Source: an optimization exercise on an open RTL-to-GDS flow (aim: small area and a short achievable clock period). Production flows keep margins and buffers that such runs may drop. Function was checked by simulation only, so behaviour that the tests miss may differ from the original.

// j17_core
module j17_core (
  input         clk,
  input         rst,
  input  [31:0] instr,
  input  [17:0] sw,
  input         btn,
  output [31:0] pc,
  output [31:0] result,
  output [6:0]  display1,
  output [6:0]  display2,
  output [6:0]  display3
);
clock: 120.0 ns
lec_check: 0
abc_area: 1
cap_margin: 20
core_margin: 2
core_utilization: 40
cts_buf_list: sky130_fd_sc_hd__clkbuf_8
place_density: 0.6
slew_margin: 20
standard.sh (not shown) runs the stock make flow with config.mk's settings and CLKGATE_MAP_FILE= SYNTH_SCRIPT=/design/flow/synth_recipe.tcl, a recipe that flattens the netlist after the stock synthesis.
==> flow/flow/run.sh <==
#!/bin/bash
set -uo pipefail
bash standard.sh SETUP_SLACK_MARGIN=40 SETUP_MOVE_SEQUENCE=sizeup SKIP_PIN_SWAP=1 \
  SKIP_GATE_CLONING=1 BUFFER_PORTS_ARGS="-buffer_cell sky130_fd_sc_hd__buf_2" finish > flow_make.log 2>&1
status=$?
tail -n 40 flow_make.log
exit $status
Change:
==> flow/flow/run.sh (replaced) <==
#!/bin/bash
set -uo pipefail
bash standard.sh SETUP_SLACK_MARGIN=45 SETUP_MOVE_SEQUENCE=sizeup SKIP_PIN_SWAP=1 \
  SKIP_GATE_CLONING=1 BUFFER_PORTS_ARGS="-buffer_cell sky130_fd_sc_hd__buf_2" finish > flow_make.log 2>&1
status=$?
tail -n 40 flow_make.log
exit $status
CAP_MARGIN = 10   (was 20)
SLEW_MARGIN = 10   (was 20)
After rerunning:
- The changed run completed without violations
- global-route usage stays flat
- first-iteration DRC count rises by 3.4%
- non-clock buffer count falls by 1
- worst setup slack gains 4000 ps
- sequential share of layout area falls by 0.46 points
Change:
==> flow/flow/run.sh (replaced) <==
#!/bin/bash
set -uo pipefail
bash standard.sh SETUP_SLACK_MARGIN=42 SETUP_MOVE_SEQUENCE=sizeup SKIP_PIN_SWAP=1 \
  SKIP_GATE_CLONING=1 BUFFER_PORTS_ARGS="-buffer_cell sky130_fd_sc_hd__buf_2" finish > flow_make.log 2>&1
status=$?
tail -n 40 flow_make.log
exit $status
Outcome: The changed run completed with no timing, DRC or antenna violations; setup slack degrades by 2400 ps; global-route usage is about the same; via count is about the same; register-to-register slack got worse by 2500 ps; cell count hardly moves.

v30:
j17_core, a different RTL version from the one above (not shown whole).
Size: about 9300 cells after synthesis, about 620 flip-flops.
Settings: LEC_CHECK=0, ABC_AREA=1, CAP_MARGIN=20, CORE_MARGIN=2, CORE_UTILIZATION=40, CTS_BUF_LIST=sky130_fd_sc_hd__clkbuf_8, PLACE_DENSITY=0.6, SLEW_MARGIN=20; clock period 120.0 ns.
==> flow/flow/run.sh <==
#!/bin/bash
set -uo pipefail
bash standard.sh SETUP_SLACK_MARGIN=40 SETUP_MOVE_SEQUENCE=sizeup SKIP_PIN_SWAP=1 \
  SKIP_GATE_CLONING=1 BUFFER_PORTS_ARGS="-buffer_cell sky130_fd_sc_hd__buf_2" finish > flow_make.log 2>&1
status=$?
tail -n 40 flow_make.log
exit $status
v30 | status: complete | timing, DRC, antenna: pass
[inputs] v9 vs v30
Settings: CTS_BUF_LIST no longer set, was sky130_fd_sc_hd__clkbuf_8.
==> flow/flow/run.sh <==
#!/bin/bash
set -uo pipefail
bash standard.sh SETUP_SLACK_MARGIN=40 SETUP_MOVE_SEQUENCE=sizeup SKIP_PIN_SWAP=1 \
  SKIP_GATE_CLONING=1 finish > flow_make.log 2>&1
status=$?
tail -n 40 flow_make.log
exit $status
## What came out
- Compared v30 against v9; placed wire-length estimate within noise.
- v9 vs v30: non-clock buffer count down in v9
- Re cell count along the critical path: v30 was lower than v9.
- Compared with v30, v9 ends up with more cell area.

== v47 ==
j17_core with an RTL version that a note above also has.
Size in the first run: roughly 10000 cells after synthesis, roughly 140 I/O pins.
Settings: LEC_CHECK=0, ABC_AREA=1, CAP_MARGIN=10, CORE_MARGIN=2, CORE_UTILIZATION=40, CTS_BUF_LIST=sky130_fd_sc_hd__clkbuf_8, PLACE_DENSITY=0.6, SLEW_MARGIN=10; clock period 120.0 ns.
==> flow/flow/run.sh <==
#!/bin/bash
set -uo pipefail
bash standard.sh SETUP_SLACK_MARGIN=43 SETUP_MOVE_SEQUENCE=sizeup SKIP_PIN_SWAP=1 \
  SKIP_GATE_CLONING=1 BUFFER_PORTS_ARGS="-buffer_cell sky130_fd_sc_hd__buf_2" finish > flow_make.log 2>&1
status=$?
tail -n 40 flow_make.log
exit $status
diff inputs: v47 => v21
Settings: SLEW_MARGIN now 20, was 10; CAP_MARGIN now 20, was 10; PLACE_DENSITY now 0.7, was 0.6.
diff --git a/flow/flow/run.sh b/flow/flow/run.sh
--- a/flow/flow/run.sh
+++ b/flow/flow/run.sh
@@ -3 +3 @@
-bash standard.sh SETUP_SLACK_MARGIN=43 SETUP_MOVE_SEQUENCE=sizeup SKIP_PIN_SWAP=1 \
+bash standard.sh SETUP_SLACK_MARGIN=40 SETUP_MOVE_SEQUENCE=sizeup SKIP_PIN_SWAP=1 \
Findings:
Of the two values seen for last element of the critical path, D8[27]$_DFFE_PP_ was produced by v47 and R[3][16]$_DFFE_PP_ by v21. Comparing v21 and v47, the lower share of the final layout cell area in sequential cells was measured on v47. Lower worst setup slack among v21 and v47: v21. Between v21 and v47, the total placed cells including tap cells figures differ only marginally.
Input changes introduced in v37 (baseline for comparison: v21):
Settings: changing PLACE_DENSITY from 0.7 to 0.6; changing SLEW_MARGIN from 20 to 10; changing CAP_MARGIN from 20 to 10.
diff --git a/flow/flow/run.sh b/flow/flow/run.sh
--- a/flow/flow/run.sh
+++ b/flow/flow/run.sh
@@ -3 +3 @@
-bash standard.sh SETUP_SLACK_MARGIN=40 SETUP_MOVE_SEQUENCE=sizeup SKIP_PIN_SWAP=1 \
+bash standard.sh SETUP_SLACK_MARGIN=41 SETUP_MOVE_SEQUENCE=sizeup SKIP_PIN_SWAP=1 \
### Flow results
All of v21 and v37 finish clean.
Diff v37..v21 | design area | negligible
In the flow results for v21 and v37, the total track usage is smaller on v37.
v37 vs v21, slew at the pin with the worst max-slew slack went up by 36 ps.
The non-clock buffer share of cell area on v21 is in line with that on v37.
Number of diodes added for antenna fixing in v37 is 5 below v21.
The inputs of v38 differ from those of v37 as listed below.
diff --git a/flow/flow/run.sh b/flow/flow/run.sh
--- a/flow/flow/run.sh
+++ b/flow/flow/run.sh
@@ -3 +3 @@
-bash standard.sh SETUP_SLACK_MARGIN=41 SETUP_MOVE_SEQUENCE=sizeup SKIP_PIN_SWAP=1 \
+bash standard.sh SETUP_SLACK_MARGIN=44 SETUP_MOVE_SEQUENCE=sizeup SKIP_PIN_SWAP=1 \
Results
Global-route usage over all layers: v37 vs v38, no meaningful difference. v37 -> v38: non-clock buffer count flat. Register-to-register slack for v38: 2750 ps up relative to v37. Wire: v38 routes more than v37. v37 completed every stage of the flow, and the final layout passed the timing, DRC and antenna checks. v38: PASS, flow complete, no timing, DRC or antenna violations. Worst hold slack of v38 is on par with v37.
Changes in v15 relative to v38:
diff --git a/flow/flow/run.sh b/flow/flow/run.sh
--- a/flow/flow/run.sh
+++ b/flow/flow/run.sh
@@ -3 +3 @@
-bash standard.sh SETUP_SLACK_MARGIN=44 SETUP_MOVE_SEQUENCE=sizeup SKIP_PIN_SWAP=1 \
+bash standard.sh SETUP_SLACK_MARGIN=40 SETUP_MOVE_SEQUENCE=sizeup SKIP_PIN_SWAP=1 \
--- outcome ---
Measured against each other, v38 and v15 differ in detail-routed net length per standard cell, the lower figure coming from v15.
Compared with v38, in v15 pre-CTS setup slack saw little to no change, area of the die saw little to no change, cell area saw a decrease, setup slack saw a decrease.
Total routed wire length on the met1 layer ended up 0.38% lower on v15 than on v38.

-- afterwards: timing with drivers on the ports --
How much do the figures lean on ideal ports? The routed layouts below were timed once more, with nothing changed but the port constraints.
Step 1 (the two cells are an assumption about what drives the block):
set clk [get_ports {clk}]
set_driving_cell -lib_cell sky130_fd_sc_hd__clkbuf_16 $clk
set_driving_cell -lib_cell sky130_fd_sc_hd__buf_2 [delete_from_list [all_inputs] $clk]
Step 2 adds t to the input delays and takes it off the output delays; t is the mean of the earliest and latest rising clock arrival at the registers after step 1. Input paths then give back, and output paths get back, about the clock's delay inside the block.
Three values: no drivers, after step 1, after step 2; two values: the first two.
run	shift t [ns]	slack for setup (ns)	clock arrival spread, ns	slew at the worst register clock pin (ns)
the first run of note 1	0.900	43.173 / 43.215 / 42.315	0.075 / 0.075	0.08 / 0.08
the second run of note 1	0.899	47.212 / 47.232 / 46.333	0.099 / 0.098	0.08 / 0.08
the third run of note 1	0.898	44.787 / 44.824 / 43.926	0.094 / 0.094	0.08 / 0.08
v30	0.887	42.489 / 42.416 / 41.529	0.089 / 0.089	0.07 / 0.07
v9	0.756	42.492 / 42.490 / 41.734	0.063 / 0.063	0.09 / 0.09
v47	0.906	45.768 / 45.803 / 44.897	0.097 / 0.097	0.08 / 0.08
v21	0.897	43.176 / 43.218 / 42.321	0.078 / 0.078	0.08 / 0.08
v37	0.909	43.706 / 43.742 / 42.832	0.094 / 0.093	0.08 / 0.08
v38	0.900	46.642 / 46.679 / 45.779	0.095 / 0.094	0.08 / 0.08
v15	0.898	43.248 / 43.283 / 42.385	0.092 / 0.092	0.08 / 0.08
After both steps every run listed still meets setup and hold. The setup slack of v30, which loses most, moves by -0.073 ns with the drivers and by -0.960 ns with both steps.
